This is an optimization exercise on Yosys and OpenROAD, whose aim is small area and a short achievable clock period, not a production implementation.
No functional check of the RTL was part of any run shown here.
Power is estimated from default activity; no workload was simulated.

`design/flow/run.sh`:
```
#!/bin/bash
# synth_recipe.tcl (not shown) runs the flow's synth.tcl, then flattens the netlist and writes it again
# the make line also repeats each setting of config.mk as NAME=value (left out here)
make -C /OpenROAD-flow-scripts/flow DESIGN_CONFIG=/design/flow/config.mk WORK_HOME=/design/flow/orfs CLKGATE_MAP_FILE= SYNTH_SCRIPT=/design/flow/synth_recipe.tcl finish
```
`design/flow/constraint.sdc`:
```
create_clock -name core_clock -period 7.5 [get_ports {clk}]
set_input_delay 1.5000 -clock core_clock [delete_from_list [all_inputs] [get_ports {clk}]]
set_output_delay 1.5000 -clock core_clock [all_outputs]
set_load 0.01 [all_outputs]
```
`design/flow/design.v`:
```
`timescale 1ns / 1ps
module fir13_filter(
    input wire clk,
    input wire n_rst,
    input wire signed [7:0] x_in,
    output reg signed [7:0] y_out
);
    reg signed [7:0] xr0, xr1, xr2, xr3, xr4, xr5, xr6, xr7, xr8, xr9, xr10, xr11;
    always @(posedge clk or negedge n_rst) begin
        if (!n_rst) begin
            xr0 <= 0; xr1 <= 0; xr2 <= 0; xr3 <= 0; xr4 <= 0; xr5 <= 0; xr6 <= 0; xr7 <= 0; xr8 <= 0; xr9 <= 0; xr10 <= 0; xr11 <= 0;
        end else begin
            xr0 <= x_in; xr1 <= xr0; xr2 <= xr1; xr3 <= xr2; xr4 <= xr3; xr5 <= xr4; xr6 <= xr5; xr7 <= xr6; xr8 <= xr7; xr9 <= xr8; xr10 <= xr9; xr11 <= xr10;
        end
    end
    reg [8:0] pa0, pa1, pa3, pb4, pb5;
    always @(posedge clk) begin
            pa0 <= $signed(x_in) + $signed(xr11);    
            pa1 <= ~($signed(xr0) + $signed(xr10));    
            pa3 <= $signed(xr2) + $signed(xr8);    
            pb4 <= $signed(xr4) + $signed(xr8);    
            pb5 <= $signed(xr5) + $signed(xr7);    
    end
    wire [7:0] x6 = xr7;    
    wire t1, t2;
    fir13_fa u_t1 (.a(pa0[2]), .b(pa1[1]), .c(pa1[3]), .s(t1), .co(t2));
    wire t3, t4;
    fir13_fa u_t3 (.a(pa0[3]), .b(pa1[2]), .c(pa1[4]), .s(t3), .co(t4));
    wire t5, t6;
    fir13_fa u_t5 (.a(pa1[6]), .b(pa3[1]), .c(pa3[4]), .s(t5), .co(t6));
    wire t7, t8;
    fir13_fa u_t7 (.a(pa0[4]), .b(pa1[3]), .c(pa1[5]), .s(t7), .co(t8));
    wire t9, t10;
    fir13_fa u_t9 (.a(pa1[7]), .b(pa3[2]), .c(pa3[5]), .s(t9), .co(t10));
    wire t11 = pa0[2] ^ pa3[7];
    wire t12 = ~pa0[2] & pa3[7];
    wire t13, t14;
    fir13_fa u_t13 (.a(pa0[5]), .b(pa1[4]), .c(pa1[6]), .s(t13), .co(t14));
    wire t15, t16;
    fir13_fa u_t15 (.a(pa0[3]), .b(pa1[8]), .c(pa3[8]), .s(t15), .co(t16));
    wire t17 = pa3[3] ^ pa3[6] ^ 1'b1;
    wire t18 = (pa3[3] & pa3[6]) | (pa3[3] & 1'b1) | (pa3[6] & 1'b1);
    wire t19, t20;
    fir13_fa u_t19 (.a(pa0[6]), .b(pa1[5]), .c(pa1[7]), .s(t19), .co(t20));
    wire t21 = pa3[4] ^ pa3[7] ^ 1'b1;
    wire t22 = (pa3[4] & pa3[7]) | (pa3[4] & 1'b1) | (pa3[7] & 1'b1);
    wire t23, t24;
    fir13_fa u_t23 (.a(pa0[7]), .b(pa1[6]), .c(pa3[5]), .s(t23), .co(t24));
    wire t25, t26;
    fir13_ha u_t25 (.a(pa1[0]), .b(pa1[2]), .s(t25), .co(t26));
    wire t27, t28;
    fir13_fa u_t27 (.a(pa0[0]), .b(pa1[1]), .c(pa1[3]), .s(t27), .co(t28));
    wire t29, t30;
    fir13_fa u_t29 (.a(pa0[1]), .b(pa1[0]), .c(pa1[2]), .s(t29), .co(t30));
    wire t31, t32;
    fir13_ha u_t31 (.a(pa1[4]), .b(pa3[2]), .s(t31), .co(t32));
    wire t33, t34;
    fir13_fa u_t33 (.a(pa1[5]), .b(pa3[0]), .c(pa3[3]), .s(t33), .co(t34));
    wire t35, t36;
    fir13_fa u_t35 (.a(~pa0[0]), .b(pa3[5]), .c(t1), .s(t35), .co(t36));
    wire t37 = pa0[1] ^ ~pa3[6] ^ 1'b0;
    wire t38 = (pa0[1] & ~pa3[6]) | (pa0[1] & 1'b0) | (~pa3[6] & 1'b0);
    wire t39, t40;
    fir13_fa u_t39 (.a(t2), .b(t3), .c(t5), .s(t39), .co(t40));
    wire t41 = 1'b1 ^ t4 ^ t6;
    wire t42 = (1'b1 & t4) | (1'b1 & t6) | (t4 & t6);
    wire t43, t44;
    fir13_fa u_t43 (.a(~t11), .b(t7), .c(t9), .s(t43), .co(t44));
    wire t45, t46;
    fir13_fa u_t45 (.a(t12), .b(t8), .c(t10), .s(t45), .co(t46));
    wire t47, t48;
    fir13_fa u_t47 (.a(t13), .b(~t15), .c(t17), .s(t47), .co(t48));
    wire t49, t50;
    fir13_fa u_t49 (.a(~pa0[4]), .b(t14), .c(t18), .s(t49), .co(t50));
    wire t51, t52;
    fir13_fa u_t51 (.a(~t16), .b(t19), .c(t21), .s(t51), .co(t52));
    wire t53, t54;
    fir13_fa u_t53 (.a(pa0[5]), .b(pa1[8]), .c(pa3[8]), .s(t53), .co(t54));
    wire t55, t56;
    fir13_fa u_t55 (.a(t20), .b(t22), .c(t23), .s(t55), .co(t56));
    wire t57 = pa0[6] ^ pa0[8] ^ 1'b0;
    wire t58 = (pa0[6] & pa0[8]) | (pa0[6] & 1'b0) | (pa0[8] & 1'b0);
    wire t59, t60;
    fir13_fa u_t59 (.a(pa1[7]), .b(pa3[6]), .c(t24), .s(t59), .co(t60));
    wire t61 = pa0[7] ^ pa1[8] ^ 1'b0;
    wire t62 = (pa0[7] & pa1[8]) | (pa0[7] & 1'b0) | (pa1[8] & 1'b0);
    wire t63, t64;
    fir13_ha u_t63 (.a(pa3[0]), .b(pa3[2]), .s(t63), .co(t64));
    wire t65, t66;
    fir13_fa u_t65 (.a(pa3[1]), .b(pa3[3]), .c(t26), .s(t65), .co(t66));
    wire t67, t68;
    fir13_fa u_t67 (.a(pa3[4]), .b(t31), .c(t28), .s(t67), .co(t68));
    wire t69, t70;
    fir13_fa u_t69 (.a(t32), .b(t30), .c(t33), .s(t69), .co(t70));
    wire t71, t72;
    fir13_fa u_t71 (.a(t34), .b(~t37), .c(t36), .s(t71), .co(t72));
    wire t73, t74;
    fir13_fa u_t73 (.a(~t38), .b(t40), .c(t41), .s(t73), .co(t74));
    wire t75, t76;
    fir13_fa u_t75 (.a(t42), .b(t44), .c(t45), .s(t75), .co(t76));
    wire t77, t78;
    fir13_fa u_t77 (.a(t46), .b(t49), .c(t48), .s(t77), .co(t78));
    wire t79, t80;
    fir13_fa u_t79 (.a(~t53), .b(t50), .c(t52), .s(t79), .co(t80));
    wire t81, t82;
    fir13_fa u_t81 (.a(~t54), .b(t56), .c(t59), .s(t81), .co(t82));
    wire t83, t84;
    fir13_fa u_t83 (.a(~pa3[7]), .b(t58), .c(t61), .s(t83), .co(t84));
    wire t85 = ~pa0[8] ^ pa3[8] ^ 1'b0;
    wire t86 = (~pa0[8] & pa3[8]) | (~pa0[8] & 1'b0) | (pa3[8] & 1'b0);
    wire t87, t88;
    fir13_ha u_t87 (.a(pa1[1]), .b(pa3[1]), .s(t87), .co(t88));
    wire t89 = 1'b1 ^ t63 ^ t25;
    wire t90 = (1'b1 & t63) | (1'b1 & t25) | (t63 & t25);
    wire t91, t92;
    fir13_fa u_t91 (.a(t64), .b(t27), .c(t65), .s(t91), .co(t92));
    wire t93, t94;
    fir13_fa u_t93 (.a(t29), .b(t66), .c(t67), .s(t93), .co(t94));
    wire t95, t96;
    fir13_fa u_t95 (.a(t68), .b(t69), .c(t35), .s(t95), .co(t96));
    wire t97, t98;
    fir13_fa u_t97 (.a(t70), .b(t39), .c(t71), .s(t97), .co(t98));
    wire t99, t100;
    fir13_fa u_t99 (.a(t43), .b(t72), .c(t73), .s(t99), .co(t100));
    wire t101, t102;
    fir13_fa u_t101 (.a(t47), .b(t74), .c(t75), .s(t101), .co(t102));
    wire t103, t104;
    fir13_fa u_t103 (.a(t51), .b(t76), .c(t77), .s(t103), .co(t104));
    wire t105, t106;
    fir13_fa u_t105 (.a(t55), .b(t78), .c(t79), .s(t105), .co(t106));
    wire t107, t108;
    fir13_fa u_t107 (.a(~t57), .b(t80), .c(t81), .s(t107), .co(t108));
    wire t109, t110;
    fir13_fa u_t109 (.a(t60), .b(~t83), .c(t82), .s(t109), .co(t110));
    wire t111, t112;
    fir13_fa u_t111 (.a(t62), .b(t85), .c(t84), .s(t111), .co(t112));
    wire t113 = 1'b0 ^ t86;
    wire t114 = 1'b0 | t86;
    reg [29:0] qa;
    always @(posedge clk)
        qa <= {t114, t113, t112, t111, t110, t109, t108, t107, t106, t105, t104, t103, t102, t101, t100, t99, t98, t97, t96, t95, t94, t93, t92, t91, t90, t89, t88, t87, pa3[0], pa1[0]};
    wire t115, t116;
    fir13_ha u_t115 (.a(pb4[0]), .b(pb4[2]), .s(t115), .co(t116));
    wire t117, t118;
    fir13_fa u_t117 (.a(pb4[1]), .b(pb4[3]), .c(pb5[0]), .s(t117), .co(t118));
    wire t119, t120;
    fir13_fa u_t119 (.a(pb5[6]), .b(x6[0]), .c(x6[7]), .s(t119), .co(t120));
    wire t121, t122;
    fir13_fa u_t121 (.a(pb4[2]), .b(pb4[4]), .c(pb5[1]), .s(t121), .co(t122));
    wire t123, t124;
    fir13_fa u_t123 (.a(pb5[7]), .b(x6[1]), .c(qa[15]), .s(t123), .co(t124));
    wire t125, t126;
    fir13_fa u_t125 (.a(pb4[3]), .b(pb4[5]), .c(pb5[2]), .s(t125), .co(t126));
    wire t127, t128;
    fir13_fa u_t127 (.a(x6[2]), .b(qa[17]), .c(qa[18]), .s(t127), .co(t128));
    wire t129, t130;
    fir13_fa u_t129 (.a(pb4[4]), .b(pb4[6]), .c(pb5[3]), .s(t129), .co(t130));
    wire t131 = pb5[6] ^ x6[3];
    wire t132 = ~pb5[6] & x6[3];
    wire t133, t134;
    fir13_fa u_t133 (.a(pb4[5]), .b(pb4[7]), .c(pb5[4]), .s(t133), .co(t134));
    wire t135 = pb5[7] ^ x6[4];
    wire t136 = ~pb5[7] & x6[4];
    wire t137, t138;
    fir13_fa u_t137 (.a(pb4[6]), .b(pb5[5]), .c(pb5[8]), .s(t137), .co(t138));
    wire t139 = pb4[8] ^ x6[5];
    wire t140 = ~pb4[8] & x6[5];
    wire t141, t142;
    fir13_ha u_t141 (.a(pb4[7]), .b(pb5[6]), .s(t141), .co(t142));
    wire t143, t144;
    fir13_fa u_t143 (.a(pb4[0]), .b(pb5[3]), .c(qa[7]), .s(t143), .co(t144));
    wire t145, t146;
    fir13_fa u_t145 (.a(pb4[1]), .b(pb5[4]), .c(qa[9]), .s(t145), .co(t146));
    wire t147 = pb5[1] ^ x6[5];
    wire t148 = pb5[1] | x6[5];
    wire t149, t150;
    fir13_fa u_t149 (.a(pb5[5]), .b(qa[11]), .c(qa[12]), .s(t149), .co(t150));
    wire t151, t152;
    fir13_fa u_t151 (.a(pb5[2]), .b(x6[6]), .c(~t115), .s(t151), .co(t152));
    wire t153, t154;
    fir13_fa u_t153 (.a(~pb5[3]), .b(qa[13]), .c(qa[14]), .s(t153), .co(t154));
    wire t155, t156;
    fir13_fa u_t155 (.a(t116), .b(t117), .c(t119), .s(t155), .co(t156));
    wire t157, t158;
    fir13_fa u_t157 (.a(qa[16]), .b(t118), .c(t120), .s(t157), .co(t158));
    wire t159, t160;
    fir13_fa u_t159 (.a(~pb5[4]), .b(t121), .c(t123), .s(t159), .co(t160));
    wire t161, t162;
    fir13_fa u_t161 (.a(~pb5[5]), .b(t122), .c(t124), .s(t161), .co(t162));
    wire t163, t164;
    fir13_fa u_t163 (.a(~pb5[8]), .b(t125), .c(t127), .s(t163), .co(t164));
    wire t165, t166;
    fir13_fa u_t165 (.a(qa[19]), .b(qa[20]), .c(~t131), .s(t165), .co(t166));
    wire t167, t168;
    fir13_fa u_t167 (.a(t126), .b(t128), .c(t129), .s(t167), .co(t168));
    wire t169, t170;
    fir13_fa u_t169 (.a(qa[21]), .b(qa[22]), .c(t132), .s(t169), .co(t170));
    wire t171, t172;
    fir13_fa u_t171 (.a(~t135), .b(t130), .c(t133), .s(t171), .co(t172));
    wire t173, t174;
    fir13_fa u_t173 (.a(qa[23]), .b(qa[24]), .c(t136), .s(t173), .co(t174));
    wire t175, t176;
    fir13_fa u_t175 (.a(~t139), .b(t134), .c(t137), .s(t175), .co(t176));
    wire t177, t178;
    fir13_fa u_t177 (.a(x6[6]), .b(qa[25]), .c(~qa[26]), .s(t177), .co(t178));
    wire t179, t180;
    fir13_fa u_t179 (.a(t140), .b(t141), .c(t138), .s(t179), .co(t180));
    wire t181, t182;
    fir13_fa u_t181 (.a(pb4[8]), .b(x6[7]), .c(qa[27]), .s(t181), .co(t182));
    wire t183, t184;
    fir13_fa u_t183 (.a(pb5[7]), .b(qa[28]), .c(t142), .s(t183), .co(t184));
    wire t185 = pb5[0] ^ x6[1];
    wire t186 = pb5[0] & ~x6[1];
    wire t187, t188;
    fir13_fa u_t187 (.a(pb5[1]), .b(qa[3]), .c(qa[4]), .s(t187), .co(t188));
    wire t189, t190;
    fir13_fa u_t189 (.a(pb5[2]), .b(qa[5]), .c(qa[6]), .s(t189), .co(t190));
    wire t191, t192;
    fir13_fa u_t191 (.a(pb5[0]), .b(x6[4]), .c(~qa[8]), .s(t191), .co(t192));
    wire t193, t194;
    fir13_fa u_t193 (.a(qa[10]), .b(t147), .c(t144), .s(t193), .co(t194));
    wire t195, t196;
    fir13_fa u_t195 (.a(~t148), .b(t146), .c(t149), .s(t195), .co(t196));
    wire t197, t198;
    fir13_fa u_t197 (.a(t150), .b(t153), .c(~t152), .s(t197), .co(t198));
    wire t199, t200;
    fir13_fa u_t199 (.a(t154), .b(t156), .c(t157), .s(t199), .co(t200));
    wire t201, t202;
    fir13_fa u_t201 (.a(t158), .b(t160), .c(t161), .s(t201), .co(t202));
    wire t203, t204;
    fir13_fa u_t203 (.a(t162), .b(t165), .c(t164), .s(t203), .co(t204));
    wire t205, t206;
    fir13_fa u_t205 (.a(t169), .b(t166), .c(t168), .s(t205), .co(t206));
    wire t207, t208;
    fir13_fa u_t207 (.a(t170), .b(t173), .c(t172), .s(t207), .co(t208));
    wire t209, t210;
    fir13_fa u_t209 (.a(t177), .b(t174), .c(t176), .s(t209), .co(t210));
    wire t211, t212;
    fir13_fa u_t211 (.a(t178), .b(~t181), .c(t183), .s(t211), .co(t212));
    wire t213, t214;
    fir13_fa u_t213 (.a(pb5[8]), .b(qa[29]), .c(t182), .s(t213), .co(t214));
    wire t215 = x6[0] ^ qa[0];
    wire t216 = ~x6[0] & qa[0];
    wire t217 = 1'b0 ^ ~qa[2] ^ t185;
    wire t218 = (1'b0 & ~qa[2]) | (1'b0 & t185) | (~qa[2] & t185);
    wire t219, t220;
    fir13_fa u_t219 (.a(~x6[2]), .b(t186), .c(t187), .s(t219), .co(t220));
    wire t221, t222;
    fir13_fa u_t221 (.a(~x6[3]), .b(t188), .c(t189), .s(t221), .co(t222));
    wire t223, t224;
    fir13_fa u_t223 (.a(t190), .b(t143), .c(~t191), .s(t223), .co(t224));
    wire t225, t226;
    fir13_fa u_t225 (.a(~t192), .b(t145), .c(t193), .s(t225), .co(t226));
    wire t227, t228;
    fir13_fa u_t227 (.a(t194), .b(~t151), .c(t195), .s(t227), .co(t228));
    wire t229, t230;
    fir13_fa u_t229 (.a(t196), .b(t155), .c(t197), .s(t229), .co(t230));
    wire t231, t232;
    fir13_fa u_t231 (.a(t159), .b(t198), .c(t199), .s(t231), .co(t232));
    wire t233, t234;
    fir13_fa u_t233 (.a(t163), .b(t200), .c(t201), .s(t233), .co(t234));
    wire t235, t236;
    fir13_fa u_t235 (.a(t167), .b(t202), .c(t203), .s(t235), .co(t236));
    wire t237, t238;
    fir13_fa u_t237 (.a(t171), .b(t204), .c(t205), .s(t237), .co(t238));
    wire t239, t240;
    fir13_fa u_t239 (.a(t175), .b(t206), .c(t207), .s(t239), .co(t240));
    wire t241, t242;
    fir13_fa u_t241 (.a(t179), .b(t208), .c(t209), .s(t241), .co(t242));
    wire t243, t244;
    fir13_fa u_t243 (.a(t180), .b(t211), .c(t210), .s(t243), .co(t244));
    wire t245, t246;
    fir13_fa u_t245 (.a(t184), .b(~t213), .c(t212), .s(t245), .co(t246));
    wire [4:0] lo_a = {t222, t220, ~t218, t216, ~t215};
    wire [4:0] lo_b = {t223, t221, t219, ~t217, qa[1]};
    wire [5:0] lo_sum = {1'b0, lo_a} + {1'b0, lo_b};
    reg [12:0] z0, z1;
    reg zc;
    always @(posedge clk) begin
            z0 <= {1'b1, t246, t244, t242, t240, t238, t236, t234, t232, t230, t228, t226, t224};
            z1 <= {1'b0, ~t214, t245, t243, t241, t239, t237, t235, t233, t231, t229, t227, t225};
            zc <= lo_sum[5];
    end
    reg [2:0] vld;
    always @(posedge clk or negedge n_rst) begin
        if (!n_rst)
            vld <= 3'b000;
        else
            vld <= {vld[1:0], 1'b1};
    end
    wire [12:0] acc_hi = z0 + z1 + {12'd0, zc};
    wire sgn = acc_hi[12];
    wire ovf = acc_hi[12] ^ acc_hi[11];
    wire [7:0] clip = ovf ? {sgn, {7{~sgn}}} : acc_hi[11:4];
    always @(posedge clk or negedge n_rst) begin
        if (!n_rst)
            y_out <= 8'd0;
        else
            y_out <= vld[2] ? clip : 8'd0;
    end
endmodule
module fir13_fa(input wire a, input wire b, input wire c, output wire s, output wire co);
    assign s = a ^ b ^ c;
    assign co = (a & b) | (a & c) | (b & c);
endmodule
module fir13_ha(input wire a, input wire b, output wire s, output wire co);
    assign s = a ^ b;
    assign co = a & b;
endmodule
```
`design/flow/config.mk`:
```
export PLATFORM = sky130hd
export DESIGN_NAME = fir13_filter
export DESIGN_NICKNAME = fir13_filter
export VERILOG_FILES = /design/flow/design.v
export SDC_FILE = /design/flow/constraint.sdc
export NUM_CORES = 4
export LEC_CHECK = 0
export ABC_CLOCK_PERIOD_IN_PS = 2500
export CAP_MARGIN = 20
export CORE_MARGIN = 2
export CORE_UTILIZATION = 60
export CTS_BUF_LIST = sky130_fd_sc_hd__clkbuf_16
export CTS_CLUSTER_DIAMETER = 100
export CTS_CLUSTER_SIZE = 32
export SETUP_SLACK_MARGIN = 5.0
export SLEW_MARGIN = 20
export SYNTH_HIERARCHICAL = 1
export SYNTH_MINIMUM_KEEP_SIZE = 0
```
==> results of run 1 <==
critical path: cells and delay by family:
family	cells	cell delay [ns]
mux	1	0.17
fa+ha+maj	2	0.51
buf+inv	1	0.10
compound gates	4	0.57
simple gates	2	0.21
sequential cells by signal, summed over array words and instances, names as in the netlist, 9 cells and up:
register and flops:
pa0 9, pa1 9, pa3 9, pb4 9
pb5 9, qa 29, z0 12, z1 12
layout by cell type, fill, tap and decap left out, drive strengths merged, types with 15 or more instances in the layout:
cell   instances
o21ai         15
xnor2         21
fa           105
dfrtp        107
ha            78
buf           20
inv           72
a21oi         29
xor2          16
dfxtp         99
cell type report:
class,count,share of cell area
Clock inverter,5,0.003601
Timing Repair Buffer,26,0.01900
Sequential cell,206,0.4634
Inverter,69,0.02570
Clock buffer,11,0.02732
Tap cell,188,0.02335
Multi-Input combinational cell,364,0.4376
modules after synthesis (local to each module, per instance):
module        flip-flops and latches  cell area (µm²)
fir13_fa                           0            20.02
fir13_filter                     206             7123
fir13_ha                           0            12.51
through the flow:
stage / instances / power [µW] / hold slack [ns] / area [µm²] / util
finish: 869 / 4000 / 0.3471 / 10080 / 0.6677
detailed placement: 845 / 3445 / 0.3347 / 9649 / 0.6395
global route: 869 / 4411 / 0.3531 / 10080 / 0.6677
floorplan: 639 / 2897 / 0.3312 / 9239 / -
global placement: 845 / 3345 / 0.3323 / 9649 / 0.6395
CTS: 865 / 4056 / 0.3497 / 9995 / 0.6624
cell usage after synthesis, types with 2 or more instances:
cell type  instances  area, µm²
o21ai_0           14      70.07
nor2_1             6      22.52
inv_1             69      259.0
dfrtp_1          107       2678
a21boi_0           7      52.55
nor2b_1           10      62.56
a21o_1            12      90.09
nand2_1            8      30.03
nand2b_1          10      62.56
mux2_2             3      33.78
o21bai_1           5      37.54
nand3_1            5      25.02
dfxtp_1           99       1982
xor2_1            16      140.1
nor3_1             9      45.04
fa_1             105       2102
xnor2_1           21      183.9
ha_1              78      975.9
or3_1              5      31.28
a2111oi_0          2      17.52
a21oi_1           29      145.1
cells by family after synthesis:
logic type | after synthesis | share of synthesized area
buffers and inverters | 69 | 0.02815
flip-flops | 206 | 0.5065
multiplexers | 3 | 0.003672
XOR/XNOR | 37 | 0.03522
other | 1 | 0.0004076
AO/OA/AOI/OAI | 79 | 0.05454
AND/OR/NAND/NOR | 61 | 0.03699
adder cells (fa/ha/maj) | 183 | 0.3346
layer usage:
metal  GRT usage  up-vias  part of all wire
met5           0        -                 0
met4     0.05107        0             0.022
met3     0.02504       23             0.026
met2      0.3687       51              0.51
met1      0.2706     2319              0.45
li1            -     2146                 -
what timing repair did:
action	in CTS	in global routing
buffers inserted	4	4
setup endpoints to repair	14	17
resized for setup	49	16
pin swaps	9	10
how the worst max path moves through the flow:
| stage | startpoint | endpoint | slack [ns] |
|---|---|---|---|
| after floorplan | x_in[0] | pa0[8]$_DFF_P_ | 4.62 |
| after global placement | x_in[0] | pa0[8]$_DFF_P_ | 3.99 |
| after detailed placement | x_in[0] | pa0[8]$_DFF_P_ | 3.95 |
| after CTS | x_in[0] | pa0[8]$_DFF_P_ | 4.75 |
| after global routing | x_in[0] | pa0[8]$_DFF_P_ | 4.77 |
| final | x_in[0] | pa0[8]$_DFF_P_ | 4.85 |
power groups by stage:
| stage | logic (µW) | registers (µW) | clock network [µW] |
|---|---|---|---|
| floorplan | 1370 | 1530 | 0 |
| global placement | 1770 | 1570 | 0 |
| detailed placement | 1870 | 1580 | 0 |
| CTS | 1870 | 1550 | 632 |
| global route | 2170 | 1580 | 668 |
| finish | 1840 | 1550 | 608 |
==> flow_summary.toml, run 1 <==
[status]
status = "no timing/DRC/antenna violations"

[placement]
io_buffer_count = 17
hpwl_mm = 12.39
globalplace.congestion = 0.8885
dp_slack_ns = 3.955

[timing]
fmax_mhz = 377.8
tightest_slew_ns = 0.7386
setup_viol = 0
setup_ws_ns = 4.853
finalMaxSlewViolations = 0
rsz0062_at_grt = "yes"
skew_ns = 0.01925
slew-limit-headroom = 0.5076
hold_viol = 0
tns_ns = 0
period_needed_ns = 2.647
finalCritPeriodShare = 0.3529

[worst_hold_path]
hold_start = "xr9[0]$_DFF_PN0_"
holdPathEnd = "xr10[0]$_DFF_PN0_"
hp-class = "flip-flop to flip-flop"
hold_path_depth = 0

[clock_tree]
clock_tree.buffer_depth = 3
clock_latency_ns = 0.47
cts_root_buf = "clkbuf_16"
cts_tree = "yes"
clock_sinks = 206
ctsHoldBuffers = 0
cts_made_buffers = 10
clk_pin_slew_ns = 0.11
htree_levels = 1

[detailed_routing]
ant_nets = 0
avgViaCountPerCell = 5.223
routed_wl_mm = 15.47
wire_per_inst_um = 17.80
drc = 0
drt_iter0_drc = 172
vias = 4539
firstDrtPassIters = 4

[floorplanning]
num_rows = 45
die_y_um = 127.8
initial_core_util = 0.6097
die_w_um = 127.8
ios = 18
core_region_area_um2 = 15090
dieArea_um2 = 16340

[worst_setup_path]
path_common_cell = "a21oi_2"
critPathCaptureType = "flip-flop"
r2r_slack_ns = 5.07
critPathMaxStageDelay_ns = 0.36
critPathMaxFanout = 2
worstReg2RegStart = "pa0[3]$_DFF_P_"
crit_arrival_ns = 3.06
cp_cell_sequence = "buf_6 > ha_4 > fa_2 > a21o_1 > a21oi_2 > o21bai_1 > a21oi_2 > nor2b_1 > nor3_1 > mux2_4"
cp_slowest_cell = "fa_2"
r2r-end = "qa[18]$_DFF_P_"
required_ns = 7.91
r2r_cells = 5
critPathKind = "primary input to flip-flop"
cp-start-kind = "primary input"

[synth]
ys_seq_area_frac = 0.5065
yosysUniqueCellTypes = 40
synth_edf_count = 0
dominantRegCellSynth = "dfrtp_1"
yosysWarnings = 7
syn_area_um2 = 9200
netlist_instances = 639
synth_seq_cells = 206
syn_nets = 832
async_flop_share = 0.5194
avgSynthCellArea_um2 = 14.40

[layout]
multi_input_area_um2 = 4409
diodes = 0
syn_to_final_growth_pct = 9.520
n_fill_cell = 1061
final_layout_size_suffix_gt1_frac = 0.1013
fin_nets = 870
regArea_um2 = 4669

[power]
switching_share = 0.3635
p_int_uw = 2546
p_leak_uw = 0.004610
clock_power_share = 0.152
power.density_nw_per_um2 = 397.0
pwr-share-comb = 0.461
p_sw_uw = 1454
seq_power_share = 0.387
ir_drop_mv = 0.2760

[global_route]
grt_max_degree = 60
grt_pass1_vias = 5146
grtUsageTotal = 0.2059
grt_first_pass_wirelength_mm = 25.82
overflow = 0
antenna_found_initial = 0

[run]
drv_cap = 0
==> run 2: changes to the inputs <==
--- a/design/flow/design.v
+++ b/design/flow/design.v
@@ -272,13 +272,13 @@
     wire t245, t246;
     fir13_fa u_t245 (.a(t184), .b(~t213), .c(t212), .s(t245), .co(t246));
-    wire [4:0] lo_a = {t222, t220, ~t218, t216, ~t215};
-    wire [4:0] lo_b = {t223, t221, t219, ~t217, qa[1]};
-    wire [5:0] lo_sum = {1'b0, lo_a} + {1'b0, lo_b};
-    reg [12:0] z0, z1;
+    wire [5:0] lo_a = {t224, t222, t220, ~t218, t216, ~t215};
+    wire [5:0] lo_b = {t225, t223, t221, t219, ~t217, qa[1]};
+    wire [6:0] lo_sum = {1'b0, lo_a} + {1'b0, lo_b};
+    reg [11:0] z0, z1;
     reg zc;
     always @(posedge clk) begin
-            z0 <= {1'b1, t246, t244, t242, t240, t238, t236, t234, t232, t230, t228, t226, t224};
-            z1 <= {1'b0, ~t214, t245, t243, t241, t239, t237, t235, t233, t231, t229, t227, t225};
-            zc <= lo_sum[5];
+            z0 <= {1'b1, t246, t244, t242, t240, t238, t236, t234, t232, t230, t228, t226};
+            z1 <= {1'b0, ~t214, t245, t243, t241, t239, t237, t235, t233, t231, t229, t227};
+            zc <= lo_sum[6];
     end
     reg [2:0] vld;
@@ -289,8 +289,8 @@
             vld <= {vld[1:0], 1'b1};
     end
-    wire [12:0] acc_hi = z0 + z1 + {12'd0, zc};
-    wire sgn = acc_hi[12];
-    wire ovf = acc_hi[12] ^ acc_hi[11];
-    wire [7:0] clip = ovf ? {sgn, {7{~sgn}}} : acc_hi[11:4];
+    wire [11:0] acc_hi = z0 + z1 + {11'd0, zc};
+    wire sgn = acc_hi[11];
+    wire ovf = acc_hi[11] ^ acc_hi[10];
+    wire [7:0] clip = ovf ? {sgn, {7{~sgn}}} : acc_hi[10:3];
     always @(posedge clk or negedge n_rst) begin
         if (!n_rst)
==> run 2 against run 1 <==
  * First-iteration DRC count fell by 11%
  * Clock power grew 7.2%
  * Worst setup slack improved by 0.16 ns
  * Global-route usage increased by 0.31 points
  * Largest power group unchanged
  * Synthesized area decreased by 0.64%
  * Critical path depth decreased by 2
  * Fmax rose by 6.4%
  * Cell count unchanged
==> flow_summary.toml, run 2 <==
[worst_hold_path]
hp-class = "flip-flop to flip-flop"
hold_path_depth = 0

[synth]
dominantRegCellSynth = "dfrtp_1"
syn_area_um2 = 9141
avgSynthCellArea_um2 = 14.35
yosysUniqueCellTypes = 37
async_flop_share = 0.5245
yosysMostFrequentCell = "dfrtp_1"
netlist_instances = 637
ys_top_cells_by_count = "dfrtp_1 (107), fa_1 (105), dfxtp_1 (97), ha_1 (78), inv_1 (75)"
netlist.area_leader.share = 0.2929
synth_edf_count = 0
yosys-top-cells-area = "dfrtp_1 (29%), fa_1 (23%), dfxtp_1 (21%), ha_1 (11%), inv_1 (3.1%)"
synth_seq_cells = 204
yosysWarnings = 7
ys_seq_area_frac = 0.5053
syn_nets = 830
synth_top_cell_by_area = "dfrtp_1"

[layout]
syn_to_final_growth_pct = 9.526
diodes = 0
largest_register = "qa"
fin_util = 0.6660
fin_nets = 870
mostFrequentLayoutCells = "fa_1 (103), dfrtp_1 (103), dfxtp_1 (94)"
final_layout_size_suffix_gt1_frac = 0.08664
largest_reg_flops = 29
reg.largest.list = "qa: 29 flops, z0: 11 flops, z1: 11 flops"

[worst_setup_path]
cp_cell_sequence = "buf_2 > ha_4 > a21o_1 > a21oi_2 > nor2b_1 > o21a_1 > o41ai_2 > xnor2_1"
critPathKind = "primary input to flip-flop"
cp-start-kind = "primary input"
critPathMaxStageDelay_ns = 0.24
critPathCaptureType = "flip-flop"
cp_slowest_cell = "ha_4"
path_buf_inv = 1
required_ns = 7.85
crit_family = "compound AO/OA/AOI/OAI gates"
path_depth = 8
critPathMaxFanout = 3
crit_arrival_ns = 2.84
r2r_cells = 4

[clock_tree]
clock_tree.buffer_depth = 3
clock_sinks = 204
htree_levels = 1
cts_made_buffers = 11
cts_tree = "yes"
cts_root_buf = "clkbuf_16"
clk_pin_slew_ns = 0.11
clock_latency_ns = 0.47

[floorplanning]
ios = 18
dieArea_um2 = 16240
core_region_area_um2 = 15030
num_rows = 45
die_y_um = 127.4
initial_core_util = 0.6081
die_w_um = 127.4

[global_route]
overflow = 0
grt_max_degree = 74
grt_pass1_vias = 5130
grtUsageTotal = 0.2090
antenna_found_initial = 0
grt_first_pass_wirelength_mm = 26.03

[detailed_routing]
drt_iter0_drc = 153
firstDrtPassIters = 4
ant_nets = 0
vias = 4550
wire_per_inst_um = 17.85
routed_wl_mm = 15.51
avgViaCountPerCell = 5.236
drc = 0

[timing]
setup_ws_ns = 5.012
tns_ns = 0
skew_ns = 0.03162
finalCritPeriodShare = 0.3318
setup_viol = 0
tightest_slew_ns = 0.6781
slew-limit-headroom = 0.5480
fmax_mhz = 401.9
rsz0062_at_grt = "yes"
hold_viol = 0
finalMaxSlewViolations = 0
period_needed_ns = 2.488

[run]
drv_cap = 0

[power]
p_leak_uw = 0.004555
ir_drop_mv = 0.2529
power.density_nw_per_um2 = 403.8

[status]
status = "no timing/DRC/antenna violations"

[placement]
dp_slack_ns = 4.064
globalplace.congestion = 0.8356
hpwl_mm = 12.62
io_buffer_count = 17
## run 2: cell count changes after synthesis, sizes merged, moves of 4 or more
cell,delta
o41ai,+4
nand2b,-7
nand2,-4
a21boi,-7
nor2,+22
o31ai,+6
inv,+6
a21oi,-5
o21ai,-6
o21a,+5
or3,-5
## run 2: kinds of logic (layout without fill, tap and decap cells)
family                   Yosys count  count (layout)  share of synthesized area
buffers and inverters             75             119                    0.03080
AO/OA/AOI/OAI                     81              81                    0.06105
flip-flops                       204             204                     0.5053
AND/OR/NAND/NOR                   57              57                    0.03121
other                              1               1                  0.0004102
XOR/XNOR                          36              36                    0.03449
adder cells (fa/ha/maj)          183             183                     0.3367
## run 2: routing by layer
metal	vias up	global-route usage	share of wire
met4	0	0.04460	0.021
met5	-	0	0
met1	2336	0.2798	0.45
met2	51	0.3765	0.51
met3	22	0.02010	0.020
li1	2141	-	-
## run 2: what timing repair did
item / CTS / global route
pin swaps: 11 / 8
hold endpoints to repair: 0 / 0
gates resized for setup: 47 / 8
buffers inserted: 6 / 3
hold buffers: 0 / 0
setup endpoints to repair: 15 / 65
## run 2: worst paths after layout
check                                  from                end  slack [ns]
setup / recovery                    x_in[1]     pa0[7]$_DFF_P_        5.01
hold / removal             xr9[1]$_DFF_PN0_  xr10[1]$_DFF_PN0_        0.34
setup reg to reg           xr7[0]$_DFF_PN0_      z1[2]$_DFF_P_        5.07
hold reg to reg            xr9[1]$_DFF_PN0_  xr10[1]$_DFF_PN0_        0.34
max in group asynchronous             n_rst   xr7[7]$_DFF_PN0_        5.47
min in group asynchronous             n_rst   xr5[1]$_DFF_PN0_        0.97
## run 2: modules after synthesis, one instance, submodules excluded
module | flip-flops and latches | copies in the design | cells
fir13_filter | 204 | 1 | 531
fir13_fa | 0 | 100 | 1
fir13_ha | 0 | 6 | 1
## run 2: power breakdown
group	leakage (µW)	switching (µW)	internal, µW	total, µW
sequential	0.00207	154	1380	1530
combinational	0.00232	977	882	1860
clock	0.000168	365	287	652
## run 2: through the flow
step | cells | total power, µW | hold slack, ns | instance area, µm²
floorplan | 637 | 2896 | 0.3312 | 9188
global placement | 843 | 3362 | 0.3315 | 9598
detailed placement | 843 | 3456 | 0.3347 | 9598
CTS | 866 | 4098 | 0.3426 | 9973
global route | 869 | 4455 | 0.3387 | 10010
finish | 869 | 4043 | 0.3390 | 10010
## run 2: final cells by class
| cell class | count | area (µm²) |
|---|---|---|
| multi-input combinational | 358 | 4318 |
| clock inverter | 6 | 73.82 |
| clock buffer | 11 | 275.3 |
| tap | 188 | 235.2 |
| sequential | 204 | 4628 |
| timing repair buffer | 27 | 200.2 |
| fill | 1096 | 5021 |
| inverter | 75 | 281.5 |

## what the ideal ports hide
The results above use ideal ports. As a check the final layouts listed here were re-extracted and re-timed, cells and wires unchanged.
Step 1 assumes that a clkbuf_16 drives the clock port and a buf_2 every other input.
Step 2 moves the port delays by t, midway between the first and last clock arrival at a register: inputs arrive t later, outputs are due t later. That takes back most of the time a late clock gives input paths.
Slacks: ideal / step 1 / step 2; pairs: ideal / step 1.
run | t (ns) | setup slack, ns | worst register clock-pin slew, ns
run 1 | 0.495 | 4.853 / 4.855 / 4.360 | 0.11 / 0.11
run 2 | 0.488 | 5.012 / 4.993 / 4.541 | 0.12 / 0.12
After both steps setup and hold are still met in every run listed. For run 1, which loses most, drivers alone change the setup slack by +0.002 ns; drivers and shift together by -0.493 ns.
